This design comes from an exercise in tuning for small area, a short achievable clock period and few clock cycles per item on the open sky130 flow, not from production work.
At most, simulation tests tie the RTL to the original design; equivalence was not proved.
Function not checked in run 1: the RTL went through the layout flow alone.

==> flow/design.v <==
module fft_sat #(parameter W = 10) (
    input  wire signed [W-1:0] x,
    output wire signed [8:0]   y
);
wire hi = ~x[W-1] & (|x[W-2:8]);
wire lo =  x[W-1] & ~(&x[W-2:8]);
assign y = hi ? 9'sd255 : lo ? -9'sd256 : x[8:0];
endmodule
module fft_t0 (
    input  wire signed [9:0] x,
    output wire signed [8:0] y
);
wire       g  = x[6] & (|x[5:0]);
wire [9:0] hn = {{7{~x[9]}}, ~x[9:7]};
wire [9:0] z  = x + hn + {9'd0, ~g};
wire hi = ~x[9] & x[8] & (|x[7:0]);             
wire lw =  x[9] & ~x[8] & ~(&x[7:1]);           
assign y = hi ? 9'sd255 : lw ? -9'sd256 : z[8:0];
endmodule
module fft_satneg (
    input  wire signed [9:0] x,
    output wire signed [8:0] y
);
wire [8:0] nx = ~x[8:0] + 9'd1;
wire hi =  x[9] & (~x[8] | ~(|x[7:0]));         
wire lw = ~x[9] & x[8] & (|x[7:0]);              
assign y = hi ? 9'sd255 : lw ? -9'sd256 : nx;
endmodule
module fft_sdf #(parameter D = 1) (
    input  wire              clk,
    input  wire              c,
    input  wire signed [8:0] x_i,
    input  wire signed [8:0] x_q,
    output wire signed [9:0] y_i,
    output wire signed [9:0] y_q
);
reg [19:0] f [0:D-1];
wire signed [9:0] a_i = f[D-1][19:10];
wire signed [9:0] a_q = f[D-1][9:0];
wire signed [8:0] h_i = f[D-1][18:10];
wire signed [8:0] h_q = f[D-1][8:0];
wire signed [9:0] s_i = h_i + x_i;
wire signed [9:0] s_q = h_q + x_q;
wire signed [9:0] d_i = h_i - x_i;
wire signed [9:0] d_q = h_q - x_q;
wire signed [9:0] xe_i = x_i;
wire signed [9:0] xe_q = x_q;
integer k;
always @(posedge clk) begin
    f[0] <= c ? {d_i, d_q} : {xe_i, xe_q};
    for (k = 1; k < D; k = k + 1)
        f[k] <= f[k-1];
end
assign y_i = c ? s_i : a_i;
assign y_q = c ? s_q : a_q;
endmodule
module fft_swap #(parameter L = 1) (
    input  wire        clk,
    input  wire        xc,
    input  wire [17:0] d,
    output wire [17:0] q
);
reg [17:0] m [0:L-1];
integer k;
always @(posedge clk) begin
    m[0] <= xc ? m[L-1] : d;
    for (k = 1; k < L; k = k + 1)
        m[k] <= m[k-1];
end
assign q = xc ? d : m[L-1];
endmodule
module fft_tw04 (
    input  wire              n4,
    input  wire signed [9:0] u,
    input  wire signed [9:0] v,
    output wire signed [8:0] y_i,
    output wire signed [8:0] y_q
);
wire signed [8:0] a_i, a_q, b_i, b_q;
fft_t0 t_i (.x(u), .y(a_i));
fft_t0 t_q (.x(v), .y(a_q));
fft_sat #(.W(10)) s_i (.x(v), .y(b_i));
fft_satneg        s_q (.x(u), .y(b_q));
assign y_i = n4 ? b_i : a_i;
assign y_q = n4 ? b_q : a_q;
endmodule
module fft_csa #(parameter W = 19) (
    input  wire [W-1:0] x,
    input  wire [W-1:0] y,
    input  wire [W-1:0] z,
    output wire [W-1:0] s,
    output wire [W-1:0] c
);
assign s = x ^ y ^ z;
assign c = {(x[W-2:0] & y[W-2:0]) | (x[W-2:0] & z[W-2:0]) | (y[W-2:0] & z[W-2:0]), 1'b0};
endmodule
module fft_mpart #(parameter HAS_F = 1) (
    input  wire               clk,
    input  wire signed [10:0] t,
    input  wire signed [16:0] e,
    input  wire               k0,
    input  wire               k1,
    input  wire               kg,
    input  wire               kf,
    input  wire               ng,
    output reg  signed [8:0]  y
);
wire signed [18:0] te = t;
wire signed [18:0] ee = e;
wire f = HAS_F ? kf : 1'b0;
wire [7:0]  kc = k0 ? (ng ? 8'd192 : 8'd65) :
                 k1 ? (ng ? 8'd192 : 8'd64) :
                 kg ? (ng ? 8'd157 : 8'd66) :
                      (ng ? 8'd183 : 8'd65);
wire [18:0] s1 = (f | kg) ? (te <<< 6) : (te <<< 7);
wire [18:0] s2 = f ? ~(te <<< 4) : kg ? (te <<< 5) : k0 ? ~te : 19'd0;
wire [18:0] s3 = f ? te : kg ? ~(te <<< 2) : 19'd0;
wire [18:0] s4 = f ? ee : kg ? ~te : 19'd0;
wire [18:0] a1, b1, a2, b2, r1, r2;
fft_csa c1 (.x(s1), .y(s2), .z(s3), .s(a1), .c(b1));
fft_csa c2 (.x(a1), .y(b1), .z(s4), .s(a2), .c(b2));
fft_csa c3 (.x(a2), .y(b2), .z({11'd0, kc}), .s(r1), .c(r2));
wire [4:0]  lo = {1'b0, r1[3:0]} + {1'b0, r2[3:0]};
wire [2:0]  gg = r1[6:4] & r2[6:4];
wire [2:0]  pp = r1[6:4] | r2[6:4];
reg  [10:0] h1_r, h2_r;
reg         glo_r, ghi_r, phi_r;
always @(posedge clk) begin
    h1_r  <= r1[17:7];
    h2_r  <= r2[17:7];
    glo_r <= lo[4];
    ghi_r <= gg[2] | (pp[2] & gg[1]) | (pp[2] & pp[1] & gg[0]);
    phi_r <= &pp;
end
wire        lc = ghi_r | (phi_r & glo_r);
wire [10:0] ph = h1_r + h2_r + {10'd0, lc};
wire signed [8:0] ys;
fft_sat #(.W(11)) s (.x(ph), .y(ys));
always @(posedge clk) y <= ys;
endmodule
module fft_tw2 (
    input  wire              clk,
    input  wire signed [9:0] u,
    input  wire signed [9:0] v,
    input  wire        [1:0] sel,      
    input  wire              ngq,
    input  wire        [1:0] k,        
    output wire signed [8:0] y_i,
    output wire signed [8:0] y_q
);
wire signed [10:0] s = u + v;
wire signed [10:0] d = v - u;
reg  signed [10:0] wi, wq;
always @(*) begin
    case (sel)
        2'd0:    begin wi = u; wq = v; end
        2'd1:    begin wi = v; wq = u; end
        2'd2:    begin wi = s; wq = d; end
        default: begin wi = d; wq = s; end
    endcase
end
reg signed [10:0] wi_r, wq_r;
reg               k0_r, k1_r, kg_r, ng_r;
always @(posedge clk) begin
    wi_r <= wi;
    wq_r <= ngq ? ~wq : wq;
    k0_r <= (k == 2'd0);
    k1_r <= (k == 2'd1);
    kg_r <= k[1];
    ng_r <= ngq;
end
fft_mpart #(.HAS_F(0)) m_i (.clk(clk), .t(wi_r), .e(17'sd0), .k0(k0_r), .k1(k1_r), .kg(kg_r), .kf(1'b0),
                            .ng(1'b0), .y(y_i));
fft_mpart #(.HAS_F(0)) m_q (.clk(clk), .t(wq_r), .e(17'sd0), .k0(k0_r), .k1(k1_r), .kg(kg_r), .kf(1'b0),
                            .ng(ng_r), .y(y_q));
endmodule
module fft_tw3 (
    input  wire              clk,
    input  wire signed [9:0] ai,
    input  wire signed [9:0] aq,
    input  wire              gen,      
    input  wire              sgi,      
    input  wire              ngi,
    input  wire              ngq,
    input  wire        [1:0] k,        
    output wire signed [8:0] y_i,
    output wire signed [8:0] y_q
);
wire signed [9:0]  bi = gen ? aq : 10'sd0;
wire signed [9:0]  bq = gen ? ai : 10'sd0;
wire signed [10:0] ti = sgi ? ai - bi : ai + bi;
wire signed [10:0] tq = sgi ? aq + bq : aq - bq;
wire signed [9:0]  ani = ngi ? ~ai : ai;
wire signed [9:0]  anq = ngq ? ~aq : aq;
wire signed [16:0] ei = (ani <<< 6) + (ani <<< 2) + ani;
wire signed [16:0] eq = (anq <<< 6) + (anq <<< 2) + anq;
reg signed [10:0] ti_r, tq_r;
reg signed [16:0] ei_r, eq_r;
reg               k0_r, k1_r, kg_r, kf_r, ngi_r, ngq_r;
always @(posedge clk) begin
    ti_r  <= ngi ? ~ti : ti;
    tq_r  <= ngq ? ~tq : tq;
    ei_r  <= ei;
    eq_r  <= eq;
    k0_r  <= (k == 2'd0);
    k1_r  <= (k == 2'd1);
    kg_r  <= (k == 2'd2);
    kf_r  <= (k == 2'd3);
    ngi_r <= ngi;
    ngq_r <= ngq;
end
fft_mpart m_i (.clk(clk), .t(ti_r), .e(ei_r), .k0(k0_r), .k1(k1_r), .kg(kg_r), .kf(kf_r), .ng(ngi_r), .y(y_i));
fft_mpart m_q (.clk(clk), .t(tq_r), .e(eq_r), .k0(k0_r), .k1(k1_r), .kg(kg_r), .kf(kf_r), .ng(ngq_r), .y(y_q));
endmodule
module fft16 (
    input  wire              clk,
    input  wire              rst_n,
    input  wire              start,
    input  wire signed [8:0] din_i,
    input  wire signed [8:0] din_q,
    output wire              ready,
    output wire              dout_valid,
    output wire signed [8:0] dout_i,
    output wire signed [8:0] dout_q
);
localparam OFF_M1 = 1;             
localparam OFF_W1 = 3;             
localparam OFF_S2 = 10;            
localparam OFF_M2 = 12;            
localparam OFF_W2 = 16;            
localparam OFF_S3 = 18;            
localparam OFF_M3 = 20;            
localparam OFF_S4 = 24;            
localparam OFF_Y4 = 27;            
localparam Q  = OFF_Y4 / 16;
localparam SM = OFF_Y4 % 16;
reg  [3:0] cnt;
reg        ready_r;
reg        dv_r;
reg  [Q+1:0] hist;                 
wire       acc    = start & (cnt == 4'd15);    
wire [3:0] cnt_n  = cnt + 4'd1;
wire [Q+1:0] hist_n = (cnt == 4'd15) ? {hist[Q:0], acc} : hist;
wire       dv_n   = (cnt_n >= SM) ? hist_n[Q] : hist_n[Q+1];
always @(posedge clk or negedge rst_n) begin
    if (!rst_n) begin
        cnt     <= 4'd0;
        ready_r <= 1'b0;
        dv_r    <= 1'b0;
        hist    <= {(Q+2){1'b0}};
    end else begin
        cnt     <= cnt_n;
        ready_r <= (cnt == 4'd14);
        dv_r    <= dv_n;
        hist    <= hist_n;
    end
end
assign ready      = ready_r;
assign dout_valid = dv_r;
wire [3:0] nw1 = cnt_n - OFF_W1;
wire [3:0] ns2 = cnt_n - OFF_S2;
wire [3:0] nw2 = cnt_n - OFF_W2;
wire [3:0] ns3 = cnt_n - OFF_S3;
wire [3:0] ns4 = cnt_n - OFF_S4;
wire [3:0] m1  = cnt - OFF_M1;     
wire [3:0] m2  = cnt - OFF_M2;
wire [3:0] m3  = cnt - OFF_M3;
reg c1, xc1, c2, xc2, c3, c4;
always @(posedge clk) begin
    c1  <= cnt_n[0];
    xc1 <= nw1[3] & ~nw1[0];
    c2  <= ns2[1];
    xc2 <= nw2[2] & ~nw2[1];
    c3  <= ns3[1];
    c4  <= ns4[0];
end
reg signed [8:0] x0_i, x0_q;
always @(posedge clk) begin
    x0_i <= din_i;
    x0_q <= din_q;
end
wire signed [9:0] b1_i, b1_q;
fft_sdf #(.D(1)) u_s1 (.clk(clk), .c(c1), .x_i(x0_i), .x_q(x0_q), .y_i(b1_i), .y_q(b1_q));
reg signed [9:0] o1_i, o1_q;
reg              o1_n4;
always @(posedge clk) begin
    o1_i  <= b1_i;
    o1_q  <= b1_q;
    o1_n4 <= m1[0] & m1[1];
end
wire signed [8:0] y1_i_c, y1_q_c;
fft_tw04 u_tw1 (.n4(o1_n4), .u(o1_i), .v(o1_q), .y_i(y1_i_c), .y_q(y1_q_c));
reg signed [8:0] y1_i, y1_q;
always @(posedge clk) begin
    y1_i <= y1_i_c;
    y1_q <= y1_q_c;
end
wire [17:0] w1;
fft_swap #(.L(7)) u_w1 (.clk(clk), .xc(xc1), .d({y1_i, y1_q}), .q(w1));
wire signed [9:0] b2_i, b2_q;
fft_sdf #(.D(2)) u_s2 (.clk(clk), .c(c2), .x_i(w1[17:9]), .x_q(w1[8:0]), .y_i(b2_i), .y_q(b2_q));
wire       p2_2 = m2[2], p2_1 = m2[1], p2_0 = m2[3];
reg signed [9:0] o2_i, o2_q;
reg        [1:0] o2_sel, o2_k;
reg              o2_ngq;
always @(posedge clk) begin
    o2_i   <= b2_i;
    o2_q   <= b2_q;
    o2_sel <= p2_2 ? {p2_0, p2_1} : 2'd0;
    o2_ngq <= p2_2 & p2_1;
    o2_k   <= p2_2 ? (p2_0 ? 2'd2 : {1'b0, p2_1}) : 2'd0;
end
wire signed [8:0] y2_i, y2_q;
fft_tw2 u_tw2 (.clk(clk), .u(o2_i), .v(o2_q), .sel(o2_sel), .ngq(o2_ngq), .k(o2_k), .y_i(y2_i), .y_q(y2_q));
wire [17:0] w2;
fft_swap #(.L(2)) u_w2 (.clk(clk), .xc(xc2), .d({y2_i, y2_q}), .q(w2));
wire signed [9:0] b3_i, b3_q;
fft_sdf #(.D(2)) u_s3 (.clk(clk), .c(c3), .x_i(w2[17:9]), .x_q(w2[8:0]), .y_i(b3_i), .y_q(b3_q));
wire [2:0] n3  = m3[0] ? {m3[1], m3[2], m3[3]} : 3'd0;
wire       k3  = (n3[1:0] == 2'd3);
wire       g3  = (n3[1:0] != 2'd0);
wire       sw3 = n3[2] ^ k3;             
reg signed [9:0] o3_i, o3_q;
reg              o3_gen, o3_sgi, o3_ngi, o3_ngq;
reg        [1:0] o3_k;
always @(posedge clk) begin
    o3_i   <= sw3 ? b3_q : b3_i;
    o3_q   <= sw3 ? b3_i : b3_q;
    o3_gen <= g3;
    o3_sgi <= n3[2];
    o3_ngi <= n3[2] & k3;
    o3_ngq <= n3[2] | k3;
    o3_k   <= g3 ? {1'b1, n3[0]} : {1'b0, n3[2]};
end
wire signed [8:0] y3_i, y3_q;
fft_tw3 u_tw3 (.clk(clk), .ai(o3_i), .aq(o3_q), .gen(o3_gen), .sgi(o3_sgi),
               .ngi(o3_ngi), .ngq(o3_ngq), .k(o3_k), .y_i(y3_i), .y_q(y3_q));
wire signed [9:0] b4_i, b4_q;
fft_sdf #(.D(1)) u_s4 (.clk(clk), .c(c4), .x_i(y3_i), .x_q(y3_q), .y_i(b4_i), .y_q(b4_q));
reg signed [9:0] o4_i, o4_q;
always @(posedge clk) begin
    o4_i <= b4_i;
    o4_q <= b4_q;
end
wire signed [8:0] y4_i_c, y4_q_c;
fft_t0 u_t4i (.x(o4_i), .y(y4_i_c));
fft_t0 u_t4q (.x(o4_q), .y(y4_q_c));
reg signed [8:0] y4_i, y4_q;
always @(posedge clk) begin
    y4_i <= y4_i_c;
    y4_q <= y4_q_c;
end
assign dout_i = y4_i;
assign dout_q = y4_q;
endmodule
==> flow/flow/run.sh <==
#!/bin/bash
# The standard layout (the standard.sh: unchanged synthesis and steps),
# with the port buffers made of sky130_fd_sc_hd__buf_2 cells instead of the
# delay-buffer cells buffer_ports picks by default, and timing repair asked
# to leave a setup margin of 6.9 ns (the clock period stays 10 ns).
export BUFFER_PORTS_ARGS="-buffer_cell sky130_fd_sc_hd__buf_2"
export SETUP_SLACK_MARGIN=6.9
bash standard.sh > standard.log 2>&1
==> flow/standard.sh <==
#!/bin/bash
# synth_recipe.tcl (not shown) runs the flow's synth.tcl, then flattens the netlist and writes it again
# the make line also repeats each setting of config.mk as NAME=value (left out here)
make -C /OpenROAD-flow-scripts/flow DESIGN_CONFIG=/design/flow/config.mk WORK_HOME=/design/flow/orfs CLKGATE_MAP_FILE= SYNTH_SCRIPT=/design/flow/synth_recipe.tcl "${@:-finish}"
==> flow/config.mk <==
export PLATFORM = sky130hd
export DESIGN_NAME = fft16
export DESIGN_NICKNAME = fft16
export VERILOG_FILES = /design/flow/design.v
export SDC_FILE = /design/flow/constraint.sdc
export NUM_CORES = 4
export LEC_CHECK = 0
export CAP_MARGIN = 20
export CORE_MARGIN = 2
export CORE_UTILIZATION = 55
export CTS_BUF_LIST = sky130_fd_sc_hd__clkbuf_8
export CTS_CLUSTER_DIAMETER = 60
export CTS_CLUSTER_SIZE = 16
export SLEW_MARGIN = 20
==> flow/constraint.sdc <==
create_clock -name core_clock -period 10.0 [get_ports {clk}]
set_input_delay 2.0000 -clock core_clock [delete_from_list [all_inputs] [get_ports {clk}]]
set_output_delay 2.0000 -clock core_clock [all_outputs]
set_load 0.01 [all_outputs]
==> flow_metrics.py, run 1 <==
metrics = {
    "run_status": {
        "status": "no timing/DRC/antenna violations",
    },
    "clock_tree": {
        "root_buffer": "clkbuf_8",
        "clk_pin_slew_worst_paths_ns": 0.10,
        "ctsHoldBuffers": 0,
        "h-tree-depth": 2,
        "clock_latency_ns": 0.71,
        "cts_tree": "done",
        "cts_sinks": 663,
        "clockBufferDepth": 3,
        "cts_buffers": 58,
    },
    "critical_path": {
        "crit_family": "flip-flops",
        "cp_slowest_cell": "dfrtp_1",
        "crit_buf_inv": 1,
        "cp_data_arrival_time_ns": 1.23,
        "crit_required_ns": 8.00,
        "cp-end-kind": "output port",
        "start_kind": "flip-flop",
        "cpPeakStageDelay_ns": 0.39,
        "path_class": "reg -> out",
        "crit_chain": "buf_6",
        "worstPathMaxFanout": 1,
    },
    "timing": {
        "worstMarginPinSlew_ns": 0.970,
        "min_period_over_period_pct": 32.3,
        "fin_skew_ns": 0.0347,
        "maxSlewViolCount": 0,
        "rsz0062_at_grt": "yes",
        "max_slew_margin_pct": 34.8,
        "layout_setup_ws_ns": 6.77,
        "fmax_ghz": 0.310,
        "setup_viol": 0,
        "finalHoldViolCount": 0,
        "fin_crit_ns": 3.23,
        "tns_ns": 0,
    },
    "detailed_routing": {
        "dr.pass1.iters": 7,
        "ant_nets": 0,
        "vias": 27022,
        "remaining_drc_errors": 0,
        "drt_iter0_drc": 1276,
        "via_per_inst": 5.35,
        "wl_per_cell_um": 15.8,
        "totalWireLength_um": 79800,
    },
    "placement": {
        "routabilityCongestion": 0.852,
        "port_buffers": 40,
        "placed_cells": 4899,
        "pre_cts_slack_ns": 5.73,
        "place_area_sq_mm": 0.0389,
        "hpwl_um": 57700,
    },
    "synthesis": {
        "synth_seq_cells": 663,
        "synth_top_area_cell": "dfxtp_1",
        "avgSynthCellArea_sq_um": 9.26,
        "synth_common_cells": "dfxtp_1, inv_1, ha_1",
        "synth-warning-count": 13,
        "netlist_area_sq_mm": 0.0380,
        "synth_area_leaders": "dfxtp_1, ha_1, fa_1",
        "synthCells": 4100,
        "synth_cell_type_count": 88,
        "async_flop_share_pct": 1.36,
        "yosysMostFrequentCell": "dfxtp_1",
        "synth_edf_count": 0,
        "ys.flop_type": "dfxtp_1",
        "synth.top_cell.area_share_pct": 34.5,
        "yosysSeqAreaShare_pct": 35.1,
    },
    "worst_hold_path": {
        "min_path_type": "reg -> reg",
    },
    "floorplanning": {
        "fp.dieH_um": 267,
        "die_w_um": 267,
        "io_pins": 41,
        "die_area_sq_mm": 0.0711,
        "core_sq_mm": 0.0685,
        "start_util_pct": 55.4,
        "num_rows": 96,
    },
    "final_layout": {
        "nets": 4697,
        "syn_to_final_growth_pct": 8.77,
        "fin_area_sq_mm": 0.0413,
        "drive_gt1_share_pct": 11.1,
        "final_cells": 5053,
    },
    "grt": {
        "grt_pass1_vias": 26013,
        "antenna_found_initial": 2,
        "grt_overflow": 0,
        "grt_pass1_wl_um": 130000,
        "grt_max_degree": 74,
        "grtUsageTotal_pct": 22.1,
    },
    "run": {
        "drv_cap": 0,
    },
}
==> registers in the layout, summed over array words and instances (netlist names), 17 cells and up <==
| signal | count |
|---|---|
| u_w1.m | 126 |
| u_s2.f | 40 |
| u_s3.f | 40 |
| u_w2.m | 36 |
| u_s1.f | 20 |
| u_s4.f | 20 |
| u_tw3.ei_r | 17 |
| u_tw3.eq_r | 17 |
==> routing by layer <==
| metal | share of wire, % | vias to the layer above | track usage, % |
|---|---|---|---|
| met5 | 0.016 | - | 0 |
| met1 | 48 | 12742 | 30.5 |
| met4 | 1.5 | 2 | 4.81 |
| li1 | - | 13883 | - |
| met3 | 2.9 | 81 | 2.39 |
| met2 | 47 | 314 | 37.4 |
==> worst register-to-register path: stages (launching register included) <==
cell        delay (ns)
dfxtp_2           0.41
buf_12            0.22
clkinvlp_4        0.21
nand2_8           0.15
o21ai_0           0.12
ha_1              0.30
inv_1             0.05
fa_1              0.50
inv_1             0.06
fa_1              0.50
maj3_1            0.37
a21oi_1           0.12
nor2_1            0.05
==> final cells by class <==
cell class,count,area [sq um]
Fill cell,6118,27200
Inverter,432,1630
Clock inverter,32,369
Clock buffer,64,881
Sequential cell,663,13400
Timing Repair Buffer,109,1080
Multi-Input combinational cell,2869,22800
Antenna cell,2,5.00
Tap cell,882,1100
==> kinds of logic after synthesis <==
group / count (synthesis) / synth area share [%]
muxes: 154 / 4.67
adders and majority gates: 546 / 21.0
and+or+nand+nor: 931 / 11.6
xor gates and xnor gates: 285 / 6.58
buffers and inverters: 574 / 5.70
DFF: 663 / 35.1
AOI/OAI and AO/OA: 945 / 15.3
other: 2 / 0.0198
==> stage by stage <==
stage	hold slack (ns)	util, %
final	0.306	60.3
after detailed placement	0.312	56.8
after global placement	0.310	56.8
after floorplan	0.310	-
after global routing	0.302	60.3
after CTS	0.297	59.2
==> path summary, 6_finish.rpt <==
kind	to	cells past startpoint	from	slack [ns]
worst min-delay path	u_s2.f[1][13]	0	u_s2.f[0][13]	0.31
worst max-delay path	ready	1	ready_r	6.77
max in group asynchronous	ready_r	1	rst_n	8.58
worst max register to register	u_tw2.m_q.ghi_r	12	u_tw2.kg_r	6.85
min in group asynchronous	hist[0]	1	rst_n	1.16
worst min register to register	u_s2.f[1][13]	0	u_s2.f[0][13]	0.31
==> cells in the final DEF (no fill, tap or decap), drive strengths merged, types with 70 or more instances in the layout <==
master / count
nand2: 239
ha: 389
dfxtp: 654
buf: 100
inv: 437
nor2: 315
xor2: 108
o21ai: 262
mux2: 85
fa: 154
clkbuf: 70
xnor2: 177
a21oi: 332
==> repair_timing <==
item                                   CTS  global route
pin swaps                                5            32
setup endpoints to repair              144            75
gates resized for setup                 72           101
endpoints found under the hold margin    0             0
setup buffers                           12            31
cloned                                   6             7
==> inputs of run 2 (changes only) <==
--- a/flow/design.v
+++ b/flow/design.v
@@ -245,16 +245,16 @@
 always @(posedge clk or negedge rst_n) begin
     if (!rst_n) begin
         cnt     <= 4'd0;
-        ready_r <= 1'b0;
-        dv_r    <= 1'b0;
         hist    <= {(Q+2){1'b0}};
     end else begin
         cnt     <= cnt_n;
-        ready_r <= (cnt == 4'd14);
-        dv_r    <= dv_n;
         hist    <= hist_n;
     end
 end
+always @(posedge clk) begin
+    ready_r <= rst_n & (cnt == 4'd14);
+    dv_r    <= rst_n & dv_n;
+end
 assign ready      = ready_r;
 assign dout_valid = dv_r;
 wire [3:0] nw1 = cnt_n - OFF_W1;
==> run 2 against run 1 <==
Against the previous run:
- still clean on timing, DRC and antenna
- highest routed layer is now met4
- worst setup slack improved by 0.0042 ns
- core utilization fell by 0.31 points
- cell count barely moved
==> flow_metrics.py, run 2 <==
metrics = {
    "timing": {
        "tns_ns": 0,
        "finalHoldViolCount": 0,
        "min_period_over_period_pct": 32.2,
        "fin_skew_ns": 0.0446,
        "rsz0062_at_grt": "yes",
        "fmax_ghz": 0.310,
        "fin_crit_ns": 3.22,
        "hold_ws_ns": 0.314,
        "layout_setup_ws_ns": 6.78,
        "setup_viol": 0,
        "worstMarginPinSlew_ns": 0.899,
        "max_slew_margin_pct": 39.5,
        "maxSlewViolCount": 0,
    },
    "critical_path": {
        "path_class": "reg -> out",
        "reg2reg_to": "y1_i[8]",
        "r2r_cells": 13,
        "cp-end-kind": "output port",
        "crit_required_ns": 8.00,
        "cp_slowest_cell": "dfxtp_4",
        "timing.rr.start": "o1_i[1]",
        "worstPathMaxFanout": 1,
        "cp_data_arrival_time_ns": 1.22,
        "crit_buf_inv": 1,
        "path_depth": 1,
        "cpPeakStageDelay_ns": 0.38,
        "crit_chain": "buf_6",
        "crit_family": "flip-flops",
        "reg2reg_setup_slack_ns": 7.02,
        "start_kind": "flip-flop",
    },
    "synthesis": {
        "synth_area_leaders": "dfxtp_1, ha_1, fa_1",
        "synth_edf_count": 0,
        "yosysMostFrequentCell": "dfxtp_1",
        "synth.top_cell.area_share_pct": 34.5,
        "avgSynthCellArea_sq_um": 9.22,
        "netlist_area_sq_mm": 0.0380,
        "synth_cell_type_count": 78,
        "ys.flop_type": "dfxtp_1",
        "yosysSeqAreaShare_pct": 35.0,
        "synth_common_cells": "dfxtp_1, inv_1, ha_1",
        "synth-warning-count": 13,
        "synth_top_area_cell": "dfxtp_1",
        "async_flop_share_pct": 1.06,
        "synthCells": 4122,
        "synth_seq_cells": 663,
    },
    "grt": {
        "grt_pass1_wl_um": 127000,
        "grt_max_degree": 89,
        "grt_overflow": 0,
        "grt_pass1_vias": 25451,
        "grtUsageTotal_pct": 21.6,
        "antenna_found_initial": 2,
    },
    "placement": {
        "placed_cells": 4914,
        "place_area_sq_mm": 0.0389,
        "pre_cts_slack_ns": 5.70,
        "routabilityCongestion": 0.845,
        "hpwl_um": 57300,
        "port_buffers": 40,
    },
    "final_layout": {
        "top_regs": "u_w1.m (126), u_s2.f (40), u_s3.f (40)",
        "regMostFlops": "u_w1.m",
        "syn_to_final_growth_pct": 8.03,
        "utilization_pct": 60.0,
        "drive_gt1_share_pct": 10.1,
        "final_cells": 5054,
        "layout_common_cells": "dfxtp_1, inv_1, ha_1, a21oi_1, nor2_1",
        "fin_area_sq_mm": 0.0411,
        "largest_reg_flops": 126,
        "final_common_cell": "dfxtp_1",
        "nets": 4696,
    },
    "detailed_routing": {
        "remaining_drc_errors": 0,
        "ant_nets": 0,
        "vias": 26827,
        "drt_iter0_drc": 1496,
        "dr.pass1.iters": 5,
        "via_per_inst": 5.31,
        "totalWireLength_um": 77600,
        "wl_per_cell_um": 15.4,
    },
    "floorplanning": {
        "fp.dieH_um": 267,
        "num_rows": 96,
        "die_area_sq_mm": 0.0712,
        "die_w_um": 267,
        "start_util_pct": 55.5,
        "io_pins": 41,
        "core_sq_mm": 0.0685,
    },
    "worst_hold_path": {
        "min_path_type": "reg -> reg",
        "hold_start": "u_w1.m[5][7]",
        "min_to": "u_w1.m[6][7]",
        "whs_path_depth": 0,
    },
    "run": {
        "drv_cap": 0,
    },
    "clock_tree": {
        "cts_tree": "done",
        "clock_latency_ns": 0.73,
        "clk_pin_slew_worst_paths_ns": 0.10,
        "cts_buffers": 58,
        "ctsHoldBuffers": 0,
        "cts_sinks": 663,
        "h-tree-depth": 2,
        "clockBufferDepth": 3,
        "root_buffer": "clkbuf_8",
    },
    "run_status": {
        "status": "no timing/DRC/antenna violations",
    },
}
[run 2: changes by cell type after synthesis, moves of 7 or more]
cell,delta
nand2_1,-26
o21bai_1,+7
or3_1,+9
a21o_1,+7
o21ai_1,-9
inv_1,+7
a21oi_1,+9
nand3_1,+7
nor3_1,-10
nor2_1,+19
[run 2: worst max-delay path by stage]
| stage | from | endpoint |
|---|---|---|
| final | ready_r | ready |
| after global routing | ready_r | ready |
| after CTS | ready_r | ready |
| after detailed placement | u_tw3.kg_r | u_tw3.m_q.ghi_r |
| after global placement | u_tw3.kg_r | u_tw3.m_q.ghi_r |
| after floorplan | o3_gen | u_tw3.tq_r[10] |
[run 2: cell type report]
type	count	area, sq um
Clock buffer	65	895
Inverter	437	1650
Tap cell	882	1100
Fill cell	6141	27400
Timing Repair Buffer	95	863
Multi-Input combinational cell	2878	22800
Antenna cell	1	2.50
Sequential cell	663	13400
Clock inverter	33	365
[run 2: routing by layer]
metal  up-vias  share of wire, %  wire, um  track usage (%)
li1      13900                 -         -                -
met1     12489                50     38600             30.4
met2       337                45     35200             35.4
met3       101               3.0      2360             2.70
met4         0               2.0      1530             4.77
met5         -                 0         0                0
[run 2: what timing repair did]
| item | 4_1_cts | 5_1_grt |
|---|---|---|
| setup buffers | 8 | 24 |
| resized for setup | 61 | 93 |
| cloned | 2 | 7 |
| endpoints found under the setup margin | 141 | 68 |
| pin swaps | 3 | 21 |
[run 2: kinds of logic after synthesis]
| logic type | after synthesis | synth area share, % |
|---|---|---|
| multiplexers | 152 | 4.64 |
| other | 2 | 0.0198 |
| adder cells (fa/ha/maj) | 545 | 21.0 |
| buffers and inverters | 587 | 5.84 |
| flip-flops | 663 | 35.0 |
| XOR/XNOR | 285 | 6.57 |
| AO/OA/AOI/OAI | 957 | 15.4 |
| AND/OR/NAND/NOR | 931 | 11.6 |
Testbench counts of run 2, summed over its fixed seeds: cycles 6,368, frames 384.
==> inputs of run 3 (changes only) <==
--- a/flow/config.mk
+++ b/flow/config.mk
@@ -7,8 +7,9 @@
 export LEC_CHECK = 0
 export CAP_MARGIN = 20
 export CORE_MARGIN = 2
-export CORE_UTILIZATION = 55
-export CTS_BUF_LIST = sky130_fd_sc_hd__clkbuf_8
+export CORE_UTILIZATION = 65
+export CTS_BUF_LIST = sky130_fd_sc_hd__clkbuf_8 sky130_fd_sc_hd__clkbuf_16
 export CTS_CLUSTER_DIAMETER = 60
 export CTS_CLUSTER_SIZE = 16
+export PLACE_DENSITY = 0.75
 export SLEW_MARGIN = 20
==> run 3 against run 2 <==
Against the previous run:
- still clean
- cell count is 2.6% lower
- hold slack better by 0.0042 ns
- worst setup slack better by 0.14 ns
==> flow_metrics.py, run 3 <==
metrics = {
    "clock_tree": {
        "cts_sinks": 663,
        "clk_pin_slew_worst_paths_ns": 0.07,
        "clock_latency_ns": 0.63,
        "cts_tree": "done",
        "ctsHoldBuffers": 0,
        "root_buffer": "clkbuf_16",
        "clockBufferDepth": 3,
        "h-tree-depth": 2,
        "cts_buffers": 55,
    },
    "timing": {
        "rsz0062_at_grt": "yes",
        "layout_setup_ws_ns": 6.92,
        "fin_skew_ns": 0.0198,
        "maxSlewViolCount": 0,
        "min_period_over_period_pct": 30.8,
        "setup_viol": 0,
        "worstMarginPinSlew_ns": 0.876,
        "max_slew_margin_pct": 41.1,
        "tns_ns": 0,
        "finalHoldViolCount": 0,
        "fmax_ghz": 0.325,
        "fin_crit_ns": 3.08,
        "hold_ws_ns": 0.318,
    },
    "floorplanning": {
        "die_area_sq_mm": 0.0604,
        "die_w_um": 246,
        "core_sq_mm": 0.0578,
        "fp.dieH_um": 246,
        "num_rows": 88,
        "io_pins": 41,
        "start_util_pct": 65.8,
    },
    "detailed_routing": {
        "ant_nets": 0,
        "wl_per_cell_um": 15.8,
        "totalWireLength_um": 77500,
        "dr.pass1.iters": 8,
        "drt_iter0_drc": 1742,
        "via_per_inst": 5.61,
        "vias": 27596,
        "remaining_drc_errors": 0,
    },
    "final_layout": {
        "top_regs": "u_w1.m (126), u_s2.f (40), u_s3.f (40)",
        "fin_area_sq_mm": 0.0414,
        "utilization_pct": 71.6,
        "layout_common_cells": "dfxtp_1, inv_1, ha_1, nor2_1, a21oi_1",
        "antennaDiodeCount": 0,
        "final_cells": 4922,
        "syn_to_final_growth_pct": 8.89,
        "nets": 4694,
        "largest_reg_flops": 126,
        "drive_gt1_share_pct": 9.43,
        "regMostFlops": "u_w1.m",
        "final_common_cell": "dfxtp_1",
    },
    "critical_path": {
        "crit_required_ns": 8.00,
        "start_kind": "flip-flop",
        "cpPeakStageDelay_ns": 0.32,
        "reg2reg_setup_slack_ns": 6.95,
        "crit_family": "flip-flops",
        "worstPathMaxFanout": 1,
        "cp_data_arrival_time_ns": 1.08,
        "cp_slowest_cell": "dfxtp_2",
        "critPathLaunch": "dv_r",
        "path_class": "reg -> out",
        "crit_chain": "buf_6",
        "timing.rr.start": "u_tw3.kf_r",
        "crit_buf_inv": 1,
        "cp-end-kind": "output port",
    },
    "worst_hold_path": {
        "min_path_type": "reg -> reg",
        "hold_start": "u_w1.m[5][6]",
    },
    "synthesis": {
        "synth_top_area_cell": "dfxtp_1",
        "yosysSeqAreaShare_pct": 35.0,
        "synth_edf_count": 0,
        "synthCells": 4122,
        "synthAdderAreaFrac_pct": 21.0,
        "synth.top_cell.area_share_pct": 34.5,
        "synth-xor-area-share_pct": 6.57,
        "synthSimpleGateAreaFrac_pct": 11.6,
        "synthMuxAreaShare_pct": 4.64,
        "synth_top_family_by_area": "adder cells",
        "synth-warning-count": 13,
        "synth_seq_cells": 663,
        "avgSynthCellArea_sq_um": 9.22,
        "synth_compound_area_share_pct": 15.4,
        "ys.flop_type": "dfxtp_1",
        "synth_cell_type_count": 78,
        "synth_common_cells": "dfxtp_1, inv_1, ha_1",
        "synth_area_leaders": "dfxtp_1, ha_1, fa_1",
        "async_flop_share_pct": 1.06,
        "netlist_area_sq_mm": 0.0380,
        "yosysMostFrequentCell": "dfxtp_1",
    },
    "grt": {
        "grt_overflow": 0,
        "grt_max_degree": 84,
        "grt_pass1_wl_um": 127000,
        "grt_pass1_vias": 26448,
        "grtUsageTotal_pct": 25.1,
        "antenna_found_initial": 1,
    },
    "placement": {
        "placed_cells": 4794,
        "routabilityCongestion": 0.887,
        "port_buffers": 40,
        "hpwl_um": 54600,
        "pre_cts_slack_ns": 5.79,
        "place_area_sq_mm": 0.0387,
    },
    "run_status": {
        "status": "no timing/DRC/antenna violations",
    },
    "run": {
        "drv_cap": 0,
    },
}
-- run 3: cell counts after synthesis --
No cell type changed its count.
-- run 3: routing by layer --
metal  GRT usage, %  wire length, um
met5              0               13
met4           6.35             1640
met3           3.38             3270
met2           42.8            37000
met1           33.7            35600
-- run 3: final timing paths --
check,to,depth (start not counted)
max in group asynchronous,cnt[3],1
min in group asynchronous,cnt[2],1
worst min register to register,u_w1.m[6][6],0
worst max register to register,u_tw3.m_q.h1_r[10],12
worst max-delay path,dout_valid,1
worst min-delay path,u_w1.m[6][6],0
-- run 3: final cells by class --
type	count	area (sq um)
multi-input cells	2878	22700
fillers	4407	16400
flip-flops and latches	663	13400
inverters	437	1650
clock buffers	57	1400
repair buffers	96	991
well taps	765	957
clock inverters	26	294
-- run 3: kinds of logic (layout without fill, tap and decap cells) --
logic type | count (synthesis) | count (layout)
muxes | 152 | 152
other | 2 | 5
buffers and inverters | 587 | 616
and+or+nand+nor | 931 | 934
DFF | 663 | 663
xor gates and xnor gates | 285 | 285
adders and majority gates | 545 | 545
AOI/OAI and AO/OA | 957 | 957
-- run 3: repair_timing --
action                     in CTS  in global routing
setup endpoints to repair     118                 51
gates cloned                    4                 10
pin swaps                       0                 16
buffers inserted                6                 25
resized for setup              62                 75
==> inputs of run 4 (changes only) <==
--- a/flow/config.mk
+++ b/flow/config.mk
@@ -7,9 +7,8 @@
 export LEC_CHECK = 0
 export CAP_MARGIN = 20
 export CORE_MARGIN = 2
-export CORE_UTILIZATION = 65
+export CORE_UTILIZATION = 55
 export CTS_BUF_LIST = sky130_fd_sc_hd__clkbuf_8 sky130_fd_sc_hd__clkbuf_16
 export CTS_CLUSTER_DIAMETER = 60
 export CTS_CLUSTER_SIZE = 16
-export PLACE_DENSITY = 0.75
 export SLEW_MARGIN = 20
==> run 4 against run 3 <==
Against the previous run:
- cell area rose by 0.62%
- sequential share of layout area down 0.20 points
- largest cell class unchanged
- still clean
- die area increased by 18%
- via count is 2.5% lower
- critical endpoint is now ready
- maximum frequency is 1.8% lower
- cell count is 2.6% higher
- clock skew rose by 0.0059 ns
- critical path type unchanged
==> flow_metrics.py, run 4 <==
metrics = {
    "detailed_routing": {
        "drt_iter0_drc": 1414,
        "remaining_drc_errors": 0,
        "dr.pass1.iters": 5,
        "via_per_inst": 5.33,
        "vias": 26894,
        "totalWireLength_um": 77600,
        "ant_nets": 0,
        "wl_per_cell_um": 15.4,
    },
    "synthesis": {
        "synthSimpleGateAreaFrac_pct": 11.6,
        "async_flop_share_pct": 1.06,
        "synth_top_family_by_area": "adder cells",
        "synth_compound_area_share_pct": 15.4,
        "yosysSeqAreaShare_pct": 35.0,
        "synthAdderAreaFrac_pct": 21.0,
        "synth_cell_type_count": 78,
        "synthCells": 4122,
        "synth_seq_cells": 663,
        "yosysMostFrequentCell": "dfxtp_1",
        "netlist_area_sq_mm": 0.0380,
        "synth-xor-area-share_pct": 6.57,
        "synth_common_cells": "dfxtp_1, inv_1, ha_1",
        "synth.top_cell.area_share_pct": 34.5,
        "ys.flop_type": "dfxtp_1",
        "synth_area_leaders": "dfxtp_1, ha_1, fa_1",
        "synth_edf_count": 0,
        "synth-warning-count": 13,
        "synthMuxAreaShare_pct": 4.64,
        "synth_top_area_cell": "dfxtp_1",
        "avgSynthCellArea_sq_um": 9.22,
    },
    "timing": {
        "maxSlewViolCount": 0,
        "layout_setup_ws_ns": 6.87,
        "max_slew_margin_pct": 39.6,
        "fin_crit_ns": 3.13,
        "min_period_over_period_pct": 31.3,
        "tns_ns": 0,
        "fmax_ghz": 0.319,
        "rsz0062_at_grt": "yes",
        "fin_skew_ns": 0.0257,
        "worstMarginPinSlew_ns": 0.898,
        "setup_viol": 0,
        "finalHoldViolCount": 0,
    },
    "run": {
        "drv_cap": 0,
    },
    "final_layout": {
        "fillers": 6070,
        "utilization_pct": 60.8,
        "drive_gt1_share_pct": 9.92,
        "nets": 4690,
        "largest_reg_flops": 126,
        "top_regs": "u_w1.m (126), u_s2.f (40), u_s3.f (40)",
        "syn_to_final_growth_pct": 9.57,
        "layout_common_cells": "dfxtp_1, inv_1, ha_1, a21oi_1, nor2_1",
        "fin_area_sq_mm": 0.0416,
        "regMostFlops": "u_w1.m",
        "final_common_cell": "dfxtp_1",
    },
    "worst_hold_path": {
        "whs_path_depth": 0,
        "min_to": "u_w1.m[6][7]",
        "min_path_type": "reg -> reg",
        "hold_start": "u_w1.m[5][7]",
    },
    "critical_path": {
        "worstPathMaxFanout": 1,
        "crit_family": "flip-flops",
        "reg2reg_to": "u_tw3.m_i.ghi_r",
        "start_kind": "flip-flop",
        "crit_required_ns": 8.00,
        "reg2reg_setup_slack_ns": 6.99,
        "crit_buf_inv": 1,
        "timing.rr.start": "u_tw3.kg_r",
        "cp-end-kind": "output port",
        "r2r_cells": 12,
        "cp_data_arrival_time_ns": 1.13,
        "cp_slowest_cell": "dfxtp_4",
        "crit_chain": "buf_6",
        "cpPeakStageDelay_ns": 0.37,
        "path_class": "reg -> out",
    },
    "clock_tree": {
        "cts_tree": "done",
        "ctsHoldBuffers": 0,
        "clk_pin_slew_worst_paths_ns": 0.07,
        "clock_latency_ns": 0.64,
        "root_buffer": "clkbuf_16",
        "cts_buffers": 58,
        "cts_sinks": 663,
        "clockBufferDepth": 3,
        "h-tree-depth": 2,
    },
    "floorplanning": {
        "die_area_sq_mm": 0.0712,
        "fp.dieH_um": 267,
        "num_rows": 96,
        "start_util_pct": 55.5,
        "core_sq_mm": 0.0685,
        "die_w_um": 267,
        "io_pins": 41,
    },
    "grt": {
        "use_met1_pct": 30.6,
        "busiest_layer": "met2",
        "grt_max_degree": 82,
        "grt_pass1_wl_um": 128000,
        "grt_pass1_vias": 25506,
        "antenna_found_initial": 1,
        "grtUsageTotal_pct": 21.7,
        "use_met3_pct": 2.26,
        "grtUsageMet2_pct": 35.8,
        "grt_overflow": 0,
    },
    "placement": {
        "hpwl_um": 57300,
        "routabilityCongestion": 0.845,
        "port_buffers": 40,
        "pre_cts_slack_ns": 5.70,
        "place_area_sq_mm": 0.0389,
    },
    "run_status": {
        "status": "no timing/DRC/antenna violations",
    },
}
==> run 4: cell counts after synthesis <==
No cell type changed its count.
==> run 4: how the worst max path moves through the flow <==
stage | start | endpoint | slack [ns] | depth (start not counted)
after floorplan | o3_gen | u_tw3.tq_r[10] | 6.90 | 15
after global placement | u_tw3.kg_r | u_tw3.m_q.ghi_r | 5.79 | 11
after detailed placement | u_tw3.kg_r | u_tw3.m_q.ghi_r | 5.70 | 11
after CTS | ready_r | ready | 6.83 | 1
after global routing | u_tw3.kf_r | u_tw3.m_q.ghi_r | 6.81 | 11
final | ready_r | ready | 6.87 | 1
==> run 4: final cells by class <==
type                    count  area [sq um]  share of cell area [%]
well taps                 882          1100                    2.65
repair buffers             88           772                    1.85
clock inverters            33           389                   0.934
inverters                 437          1650                    3.97
flip-flops and latches    663         13400                    32.1
clock buffers              65          1550                    3.72
multi-input cells        2879         22800                    54.8
diodes                      1          2.50                 0.00601
==> run 4: per-layer routing <==
metal / wire length, um / share of wire, %
met4: 1640 / 2.1
met1: 38700 / 50
met5: 0 / 0
met3: 2050 / 2.6
met2: 35200 / 45
==> run 4: repair_timing <==
action | CTS | global route
cloned | 4 | 4
endpoints found under the hold margin | 0 | 0
pin swaps | 4 | 18
gates resized for setup | 58 | 84
buffers inserted | 7 | 20
setup endpoints to repair | 137 | 58
==> run 4: kinds of logic (layout without fill, tap and decap cells) <==
logic type / Yosys count / in the layout
AOI/OAI and AO/OA: 957 / 957
xor gates and xnor gates: 285 / 285
adders and majority gates: 545 / 545
buffers and inverters: 587 / 623
DFF: 663 / 663
muxes: 152 / 152
other: 2 / 6
and+or+nand+nor: 931 / 935
==> run 4: per-stage QoR <==
| stage | hold slack [ns] | std cells |
|---|---|---|
| detailed placement | 0.312 | 4914 |
| CTS | 0.316 | 5023 |
| global placement | 0.310 | 4914 |
| global route | 0.321 | 5047 |
| finish | 0.316 | 5048 |
| floorplan | 0.310 | 4125 |
==> inputs of run 5 (changes only) <==
==> flow/flow/run.sh (replaced) <==
#!/bin/bash
# The standard layout (the standard.sh: unchanged synthesis and steps),
# with the port buffers made of sky130_fd_sc_hd__buf_2 cells instead of the
# delay-buffer cells buffer_ports picks by default, and timing repair asked
# to leave a setup margin of 7.05 ns (the clock period stays 10 ns).
export BUFFER_PORTS_ARGS="-buffer_cell sky130_fd_sc_hd__buf_2"
export SETUP_SLACK_MARGIN=7.05
bash standard.sh > standard.log 2>&1
--- a/flow/config.mk
+++ b/flow/config.mk
@@ -7,8 +7,9 @@
 export LEC_CHECK = 0
 export CAP_MARGIN = 20
 export CORE_MARGIN = 2
-export CORE_UTILIZATION = 55
+export CORE_UTILIZATION = 65
 export CTS_BUF_LIST = sky130_fd_sc_hd__clkbuf_8 sky130_fd_sc_hd__clkbuf_16
 export CTS_CLUSTER_DIAMETER = 60
 export CTS_CLUSTER_SIZE = 16
+export PLACE_DENSITY = 0.75
 export SLEW_MARGIN = 20
==> run 5 against run 4 <==
Against the previous run:
- still clean
- maximum frequency rose by 1.3%
- sequential cell count did not move
- first-iteration DRC count rose by 40%
- critical path depth did not move
- global-route usage rose by 3.4 points
- cell area rose by 0.81%
- synthesized area did not move
==> flow_metrics.py, run 5 <==
metrics = {
    "run_status": {
        "status": "no timing/DRC/antenna violations",
    },
    "critical_path": {
        "cp_data_arrival_time_ns": 1.09,
        "start_kind": "flip-flop",
        "crit_required_ns": 8.00,
        "critPathLaunch": "ready_r",
        "cp_slowest_cell": "dfxtp_2",
        "cpPeakStageDelay_ns": 0.37,
        "crit_chain": "buf_6",
        "worstPathMaxFanout": 1,
        "timing.rr.start": "u_tw3.kg_r",
        "path_class": "reg -> out",
        "crit_buf_inv": 1,
        "cp-end-kind": "output port",
        "crit_family": "flip-flops",
    },
    "floorplanning": {
        "io_pins": 41,
        "core_sq_mm": 0.0578,
        "die_w_um": 246,
        "die_area_sq_mm": 0.0604,
        "num_rows": 88,
        "start_util_pct": 65.8,
        "fp.dieH_um": 246,
    },
    "placement": {
        "placed_cells": 4794,
        "hpwl_um": 54400,
        "pre_cts_slack_ns": 5.76,
        "port_buffers": 40,
        "routabilityCongestion": 0.857,
    },
    "worst_hold_path": {
        "hold_start": "u_w2.m[0][10]",
        "min_path_type": "reg -> reg",
    },
    "detailed_routing": {
        "wl_met1_um": 36000,
        "remaining_drc_errors": 0,
        "wl_per_cell_um": 15.8,
        "dr.pass1.iters": 7,
        "totalWireLength_um": 78200,
        "highest_layer": "met5",
        "vias": 27846,
        "wl_met3_um": 3080,
        "ant_nets": 0,
        "via_per_inst": 5.62,
        "drt_iter0_drc": 1980,
        "wl_met2_um": 36800,
    },
    "final_layout": {
        "final_common_cell": "dfxtp_1",
        "antennaDiodeCount": 0,
        "drive_gt1_share_pct": 12.1,
        "nets": 4727,
        "largest_reg_flops": 126,
        "regMostFlops": "u_w1.m",
        "syn_to_final_growth_pct": 10.4,
        "layout_common_cells": "dfxtp_1, inv_1, ha_1, nor2_1, a21oi_1",
        "top_regs": "u_w1.m (126), u_s2.f (40), u_s3.f (40)",
        "fillers": 4317,
        "final_cells": 4958,
    },
    "synthesis": {
        "ys.flop_type": "dfxtp_1",
        "yosysMostFrequentCell": "dfxtp_1",
        "synth_cell_type_count": 78,
        "synth_area_leaders": "dfxtp_1, ha_1, fa_1",
        "yosysSeqAreaShare_pct": 35.0,
        "synth-warning-count": 13,
        "synth_top_area_cell": "dfxtp_1",
        "synth_common_cells": "dfxtp_1, inv_1, ha_1",
        "avgSynthCellArea_sq_um": 9.22,
        "netlist_area_sq_mm": 0.0380,
        "synthCells": 4122,
        "async_flop_share_pct": 1.06,
        "synth_edf_count": 0,
        "synth.top_cell.area_share_pct": 34.5,
        "synth_seq_cells": 663,
    },
    "timing": {
        "layout_setup_ws_ns": 6.91,
        "fin_crit_ns": 3.09,
        "finalHoldViolCount": 0,
        "worstMarginPinSlew_ns": 0.915,
        "max_slew_margin_pct": 38.5,
        "fmax_ghz": 0.323,
        "hold_ws_ns": 0.323,
        "tns_ns": 0,
        "maxSlewViolCount": 0,
        "setup_viol": 0,
        "rsz0062_at_grt": "yes",
        "fin_skew_ns": 0.0310,
        "min_period_over_period_pct": 30.9,
    },
    "grt": {
        "grt_pass1_wl_um": 127000,
        "grt_pass1_vias": 26525,
        "antenna_found_initial": 1,
        "grt_overflow": 0,
        "grtUsageTotal_pct": 25.1,
        "grt_max_degree": 89,
    },
    "clock_tree": {
        "cts_buffers": 55,
        "clk_pin_slew_worst_paths_ns": 0.07,
        "cts_tree": "done",
        "h-tree-depth": 2,
        "cts_sinks": 663,
        "clockBufferDepth": 3,
        "root_buffer": "clkbuf_16",
        "clock_latency_ns": 0.63,
    },
    "run": {
        "drv_cap": 0,
    },
}
-- run 5: logic make-up after synthesis --
kind of cell,synth area share [%]
AOI/OAI and AO/OA,15.4
and+or+nand+nor,11.6
DFF,35.0
buffers and inverters,5.84
adders and majority gates,21.0
xor gates and xnor gates,6.57
muxes,4.64
other,0.0198
-- run 5: through the flow --
step	util (%)	cell area (sq um)
2_1_floorplan	-	38200
6_report	72.6	42000
3_3_place_gp	67.0	38800
3_5_place_dp	67.0	38800
5_1_grt	72.6	42000
4_1_cts	71.0	41000
-- run 5: area by class of cell --
class / count / area, sq um / area share [%]
well taps: 765 / 957 / 2.28
repair buffers: 129 / 1290 / 3.08
flip-flops and latches: 663 / 13400 / 31.9
multi-input cells: 2878 / 23000 / 54.7
clock buffers: 59 / 1440 / 3.44
inverters: 437 / 1660 / 3.94
clock inverters: 27 / 262 / 0.623
-- run 5: routing by layer --
metal | track usage (%) | vias up
met3 | 2.83 | 185
met2 | 42.3 | 617
met4 | 7.54 | 2
met5 | 0 | -
li1 | - | 13965
met1 | 34.0 | 13077
-- run 5: path summary, 6_finish.rpt --
check / end / slack (ns) / depth (start not counted)
setup reg to reg: u_tw3.m_q.ghi_r / 7.01 / 11
setup / recovery: ready / 6.91 / 1
hold reg to reg: u_w2.m[1][10] / 0.32 / 0
max in group asynchronous: hist[2] / 8.60 / 1
hold / removal: u_w2.m[1][10] / 0.32 / 0
min in group asynchronous: cnt[1] / 1.20 / 1
-- run 5: worst register-to-register path: stages (launching register included) --
cell and delay, ns:
dfxtp_4 0.40, inv_6 0.12, nand2_8 0.13, o31ai_2 0.32
ha_1 0.30, fa_1 0.53, inv_1 0.05, fa_1 0.52
nor2b_1 0.06, maj3_2 0.31, a21oi_2 0.10, nor2_1 0.05
-- run 5: timing repair --
| item | in CTS | in global routing |
|---|---|---|
| pin swaps | 5 | 53 |
| endpoints found under the setup margin | 125 | 89 |
| hold buffers | 0 | 0 |
| resized for setup | 92 | 147 |
| buffers inserted | 11 | 52 |
| cloned | 7 | 8 |
==> inputs of run 6 (changes only) <==
==> flow/flow/run.sh (replaced) <==
#!/bin/bash
# The standard layout (the standard.sh: unchanged synthesis and steps),
# with the port buffers made of sky130_fd_sc_hd__buf_2 cells instead of the
# delay-buffer cells buffer_ports picks by default, and timing repair asked
# to leave a setup margin of 6.9 ns (the clock period stays 10 ns).
export BUFFER_PORTS_ARGS="-buffer_cell sky130_fd_sc_hd__buf_2"
export SETUP_SLACK_MARGIN=6.9
bash standard.sh > standard.log 2>&1
==> flow/config.mk (replaced) <==
export PLATFORM = sky130hd
export DESIGN_NAME = fft16
export DESIGN_NICKNAME = fft16
export VERILOG_FILES = /design/flow/design.v
export SDC_FILE = /design/flow/constraint.sdc
export NUM_CORES = 4
export LEC_CHECK = 0
export ABC_AREA = 1
export CAP_MARGIN = 20
export CORE_MARGIN = 2
export CORE_UTILIZATION = 65
export CTS_BUF_LIST = sky130_fd_sc_hd__clkbuf_16
export CTS_CLUSTER_DIAMETER = 100
export CTS_CLUSTER_SIZE = 30
export PLACE_DENSITY = 0.75
export SLEW_MARGIN = 20
==> run 6 against run 5 <==
Against the previous run:
- maximum frequency fell by 1.1%
- hold slack got worse by 0.0058 ns
- non-clock buffer count fell by 46
- critical path type unchanged
- critical endpoint unchanged
- highest routed layer is now met4
==> flow_metrics.py, run 6 <==
metrics = {
    "floorplanning": {
        "die_w_um": 249,
        "num_rows": 89,
        "io_pins": 41,
        "start_util_pct": 65.8,
        "fp.dieH_um": 249,
        "core_sq_mm": 0.0591,
        "die_area_sq_mm": 0.0618,
    },
    "synthesis": {
        "synth-warning-count": 13,
        "synth_common_cells": "nand2_1, inv_1, dfxtp_1",
        "async_flop_share_pct": 1.06,
        "yosysSeqAreaShare_pct": 34.2,
        "synth_top_area_cell": "dfxtp_1",
        "synthCells": 4982,
        "yosysMostFrequentCell": "nand2_1",
        "synth_cell_type_count": 64,
        "netlist_area_sq_mm": 0.0389,
        "synth_edf_count": 0,
        "synth.top_cell.area_share_pct": 33.8,
        "ys.flop_type": "dfxtp_1",
        "avgSynthCellArea_sq_um": 7.81,
        "synth_area_leaders": "dfxtp_1, ha_1, nand2_1",
        "synth_seq_cells": 663,
    },
    "clock_tree": {
        "clockBufferDepth": 3,
        "cts_buffers": 29,
        "cts_tree": "done",
        "root_buffer": "clkbuf_16",
        "h-tree-depth": 1,
        "clock_latency_ns": 0.64,
        "cts_sinks": 663,
        "ctsHoldBuffers": 0,
        "clk_pin_slew_worst_paths_ns": 0.11,
    },
    "placement": {
        "pre_cts_slack_ns": 6.12,
        "hpwl_um": 62000,
        "routabilityCongestion": 0.923,
        "port_buffers": 40,
    },
    "run_status": {
        "status": "no timing/DRC/antenna violations",
    },
    "critical_path": {
        "crit_family": "flip-flops",
        "cp_data_arrival_time_ns": 1.13,
        "crit_buf_inv": 1,
        "cpPeakStageDelay_ns": 0.38,
        "crit_required_ns": 8.00,
        "worstPathMaxFanout": 1,
        "cp_slowest_cell": "dfxtp_4",
        "path_class": "reg -> out",
        "cp-end-kind": "output port",
        "start_kind": "flip-flop",
        "crit_chain": "buf_6",
    },
    "grt": {
        "grt_pass1_wl_um": 135000,
        "grt_pass1_vias": 28610,
        "grt_max_degree": 85,
        "grtUsageTotal_pct": 25.7,
        "antenna_found_initial": 0,
        "grt_overflow": 0,
    },
    "worst_hold_path": {
        "min_path_type": "reg -> reg",
    },
    "final_layout": {
        "final_common_cell": "nand2_1",
        "multi_input_area_sq_mm": 0.0223,
        "fillers": 4925,
        "largest_reg_flops": 126,
        "syn_to_final_growth_pct": 5.40,
        "regMostFlops": "u_w1.m",
        "nets": 5528,
        "drive_gt1_share_pct": 5.60,
        "top_regs": "u_w1.m (126), u_s2.f (40), u_s3.f (40)",
        "regArea_sq_mm": 0.0133,
        "antennaDiodeCount": 0,
        "layout_common_cells": "nand2_1, inv_1, dfxtp_1, ha_1, o21ai_0",
    },
    "timing": {
        "fin_crit_ns": 3.13,
        "fin_skew_ns": 0.0257,
        "fmax_ghz": 0.320,
        "worstMarginPinSlew_ns": 0.834,
        "rsz0062_at_grt": "yes",
        "finalHoldViolCount": 0,
        "setup_viol": 0,
        "max_slew_margin_pct": 44.4,
        "min_period_over_period_pct": 31.3,
        "tns_ns": 0,
        "layout_setup_ws_ns": 6.87,
        "maxSlewViolCount": 0,
        "hold_ws_ns": 0.317,
    },
    "detailed_routing": {
        "ant_nets": 0,
        "totalWireLength_um": 81100,
        "via_per_inst": 5.32,
        "vias": 30587,
        "drt_iter0_drc": 2277,
        "remaining_drc_errors": 0,
        "dr.pass1.iters": 5,
        "wl_per_cell_um": 14.1,
    },
    "run": {
        "drv_cap": 0,
    },
}
run 6: cell types whose count changed after synthesis, moves of 42 or more:
cell,change
nand2_1,+832
nand2b_1,-59
or2_2,+42
inv_1,+292
nor2b_1,-62
nand3_1,+209
buf_2,+46
xnor2_1,-109
mux2i_1,-54
clkbuf_1,-42
or3_1,-49
o21ai_0,+127
mux2_2,-82
run 6: cells by family after synthesis:
family                     Yosys count  synth area share [%]
buffers and inverters              887                  8.86
xor gates and xnor gates           212                  4.88
other                                2                0.0193
adders and majority gates          542                  20.4
DFF                                663                  34.2
AOI/OAI and AO/OA                  857                  12.0
and+or+nand+nor                   1814                  19.5
muxes                                5                 0.132
run 6: worst paths after layout:
path                                from               to  cells after the start  slack (ns)
setup / recovery                 ready_r            ready                      1        6.87
min in group asynchronous          rst_n           cnt[0]                      1        1.19
hold / removal              u_w1.m[3][2]     u_w1.m[4][2]                      0        0.32
hold reg to reg             u_w1.m[3][2]     u_w1.m[4][2]                      0        0.32
setup reg to reg           u_tw3.ti_r[6]  u_tw3.m_i.ghi_r                     11        6.93
max in group asynchronous          rst_n          hist[1]                      1        8.63
run 6: layout make-up:
| cell class | instances | area share (%) |
|---|---|---|
| clock buffers | 29 | 1.77 |
| clock inverters | 17 | 0.427 |
| inverters | 749 | 6.92 |
| multi-input cells | 3438 | 54.3 |
| flip-flops and latches | 663 | 32.6 |
| well taps | 773 | 2.36 |
| repair buffers | 83 | 1.61 |
| repair inverters | 1 | 0.0214 |
run 6: what timing repair did:
item	in CTS	in global routing
cloned	2	5
pin swaps	1	7
resized for setup	19	38
buffers inserted	9	21
endpoints found under the setup margin	110	52
run 6: per-layer routing:
metal | vias up | track usage (%) | wire length [um]
li1 | 15830 | - | -
met1 | 13941 | 35.2 | 38400
met2 | 643 | 43.2 | 36900
met3 | 173 | 2.40 | 3150
met4 | 0 | 7.69 | 2670
met5 | - | 0 | 0
run 6: metrics by stage:
stage	std cells	utilization [%]	area [sq um]
after floorplan	4985	-	39000
after global placement	5670	66.9	39600
after detailed placement	5670	66.9	39600
after CTS	5727	68.7	40600
after global routing	5753	69.3	41000
final	5753	69.3	41000
==> inputs of run 7 (changes only) <==
--- a/flow/config.mk
+++ b/flow/config.mk
@@ -5,7 +5,6 @@
 export SDC_FILE = /design/flow/constraint.sdc
 export NUM_CORES = 4
 export LEC_CHECK = 0
-export ABC_AREA = 1
 export CAP_MARGIN = 20
 export CORE_MARGIN = 2
 export CORE_UTILIZATION = 65
==> run 7 against run 6 <==
Against the previous run:
- core utilization increased by 0.79 points
- cell area is 1.1% lower
- critical path type unchanged
==> flow_metrics.py, run 7 <==
metrics = {
    "floorplanning": {
        "die_area_sq_mm": 0.0604,
        "io_pins": 41,
        "fp.dieH_um": 246,
        "die_w_um": 246,
        "start_util_pct": 65.8,
        "core_sq_mm": 0.0578,
        "num_rows": 88,
    },
    "synthesis": {
        "synth_seq_cells": 663,
        "synthCells": 4122,
        "synth_common_cells": "dfxtp_1, inv_1, ha_1",
        "synth_edf_count": 0,
        "synth_cell_type_count": 78,
        "synth-warning-count": 13,
        "synth_top_area_cell": "dfxtp_1",
        "yosysMostFrequentCell": "dfxtp_1",
        "ys.flop_type": "dfxtp_1",
        "synth.top_cell.area_share_pct": 34.5,
        "yosysSeqAreaShare_pct": 35.0,
        "async_flop_share_pct": 1.06,
        "synth_area_leaders": "dfxtp_1, ha_1, fa_1",
        "avgSynthCellArea_sq_um": 9.22,
        "netlist_area_sq_mm": 0.0380,
    },
    "critical_path": {
        "crit_required_ns": 8.00,
        "cp-end-kind": "output port",
        "timing.rr.start": "u_tw3.kg_r",
        "reg2reg_setup_slack_ns": 6.95,
        "cp_slowest_cell": "dfxtp_2",
        "start_kind": "flip-flop",
        "path_class": "reg -> out",
        "critPathLaunch": "dv_r",
        "crit_buf_inv": 1,
        "cpPeakStageDelay_ns": 0.34,
        "crit_chain": "buf_6",
        "worstPathMaxFanout": 1,
        "reg2reg_to": "u_tw3.m_q.h1_r[6]",
    },
    "grt": {
        "antenna_found_initial": 1,
        "grtUsageTotal_pct": 24.6,
        "grt_overflow": 0,
        "grt_max_degree": 84,
        "grt_pass1_wl_um": 125000,
        "grt_pass1_vias": 26040,
    },
    "final_layout": {
        "utilization_pct": 70.1,
        "layout_common_cells": "dfxtp_1, inv_1, ha_1, nor2_1, a21oi_1",
        "antennaDiodeCount": 0,
        "top_regs": "u_w1.m (126), u_s2.f (40), u_s3.f (40)",
        "regArea_sq_mm": 0.0134,
        "multi_input_area_sq_mm": 0.0227,
        "final_common_cell": "dfxtp_1",
        "largest_reg_flops": 126,
        "final_cells": 4878,
        "nets": 4664,
        "fillers": 4553,
        "syn_to_final_growth_pct": 6.65,
        "drive_gt1_share_pct": 8.68,
        "regMostFlops": "u_w1.m",
    },
    "clock_tree": {
        "cts_sinks": 663,
        "clockBufferDepth": 3,
        "clk_pin_slew_worst_paths_ns": 0.11,
        "ctsHoldBuffers": 0,
        "clock_latency_ns": 0.62,
        "root_buffer": "clkbuf_16",
        "cts_tree": "done",
        "h-tree-depth": 1,
        "cts_buffers": 27,
    },
    "detailed_routing": {
        "dr.pass1.iters": 8,
        "drt_iter0_drc": 1599,
        "via_per_inst": 5.59,
        "totalWireLength_um": 75900,
        "ant_nets": 0,
        "wl_per_cell_um": 15.6,
        "remaining_drc_errors": 0,
        "vias": 27262,
    },
    "run": {
        "drv_cap": 0,
    },
    "timing": {
        "max_slew_margin_pct": 40.4,
        "rsz0062_at_grt": "yes",
        "fin_crit_ns": 3.08,
        "fmax_ghz": 0.325,
        "min_period_over_period_pct": 30.8,
        "finalHoldViolCount": 0,
        "maxSlewViolCount": 0,
        "hold_ws_ns": 0.321,
        "worstMarginPinSlew_ns": 0.893,
        "setup_viol": 0,
        "tns_ns": 0,
        "fin_skew_ns": 0.0157,
    },
    "worst_hold_path": {
        "whs_path_depth": 0,
        "min_path_type": "reg -> reg",
        "min_to": "u_w1.m[4][4]",
    },
    "placement": {
        "placed_cells": 4794,
        "hpwl_um": 54600,
        "port_buffers": 40,
    },
    "run_status": {
        "status": "no timing/DRC/antenna violations",
    },
}
==> run 7: cell count changes after synthesis, moves of 49 or more <==
cell	change
o21ai_0	-127
nor2b_1	+62
mux2_2	+82
or3_1	+49
nand3_1	-209
nand2_1	-832
xnor2_1	+109
mux2i_1	+54
inv_1	-292
nand2b_1	+59
==> run 7: through the flow <==
stage / setup slack [ns] / area (sq um)
floorplan: 6.90 / 38100
global placement: 5.93 / 38700
detailed placement: 5.79 / 38700
CTS: 6.83 / 39900
global route: 6.80 / 40500
finish: 6.92 / 40500
==> run 7: cells by family after synthesis <==
logic type                 after synthesis  synth area share (%)
adders and majority gates              545                  21.0
other                                    2                0.0198
DFF                                    663                  35.0
and+or+nand+nor                        931                  11.6
buffers and inverters                  587                  5.84
AOI/OAI and AO/OA                      957                  15.4
xor gates and xnor gates               285                  6.57
muxes                                  152                  4.64
==> run 7: layer usage <==
layer | vias to the layer above | routed length (um) | GRT usage (%)
li1 | 13808 | - | -
met1 | 12851 | 35500 | 33.5
met2 | 477 | 36200 | 42.5
met3 | 124 | 2620 | 2.42
met4 | 2 | 1520 | 4.76
met5 | - | 13 | 0
==> run 7: worst max-delay path by stage <==
stage,cells after the start,end
after detailed placement,12,u_tw2.m_q.ghi_r
after global routing,11,u_s3.f[0][18]
final,1,dout_valid
after CTS,12,u_tw2.m_q.ghi_r
after floorplan,15,u_tw3.tq_r[10]
after global placement,12,u_tw2.m_q.ghi_r
==> run 7: timing repair <==
| item | CTS | global route |
|---|---|---|
| endpoints found under the setup margin | 120 | 55 |
| setup buffers | 5 | 24 |
| gates cloned | 4 | 10 |
| gates resized for setup | 70 | 80 |
| pin swaps | 2 | 16 |
==> run 7: cell type report <==
type | count | area share [%]
multi-input combinational | 2877 | 56.1
sequential | 663 | 33.0
inverter | 437 | 4.07
timing repair buffer | 95 | 2.44
tap | 765 | 2.36
clock buffer | 28 | 1.73
clock inverter | 13 | 0.281

what the ideal ports hide:
How much do the figures lean on ideal ports? The routed layouts below were timed once more, with nothing changed but the port constraints. Step 1, drivers: a clkbuf_16 drives clk and a buf_2 each remaining input, both assumed. Step 2 also shifts input and output timing later by t, the mid clock arrival at the registers, as if the neighbouring blocks saw the same clock. a / b / c = ideal ports / drivers / drivers and shift; a / b = the first two.
| run | shift t [ns] | slack for setup (ns) | worst setup path after step 2 | worst slew at a driven data input, ns | cell pins on the clock port's net |
|---|---|---|---|---|---|
| run 1 | 0.754 | 6.775 / 6.717 / 6.847 | register to register | 0.10 | 1 |
| run 2 | 0.766 | 6.779 / 6.717 / 7.019 | register to register | 0.06 | 1 |
| run 3 | 0.680 | 6.924 / 6.863 / 6.946 | register to register | 0.10 | 1 |
| run 4 | 0.691 | 6.867 / 6.804 / 6.990 | register to register | 0.06 | 1 |
| run 5 | 0.679 | 6.906 / 6.844 / 7.014 | register to register | 0.10 | 1 |
| run 6 | 0.693 | 6.872 / 6.808 / 6.928 | register to register | 0.10 | 1 |
| run 7 | 0.667 | 6.924 / 6.863 / 6.953 | register to register | 0.10 | 1 |
After both steps every run listed still meets setup and hold.
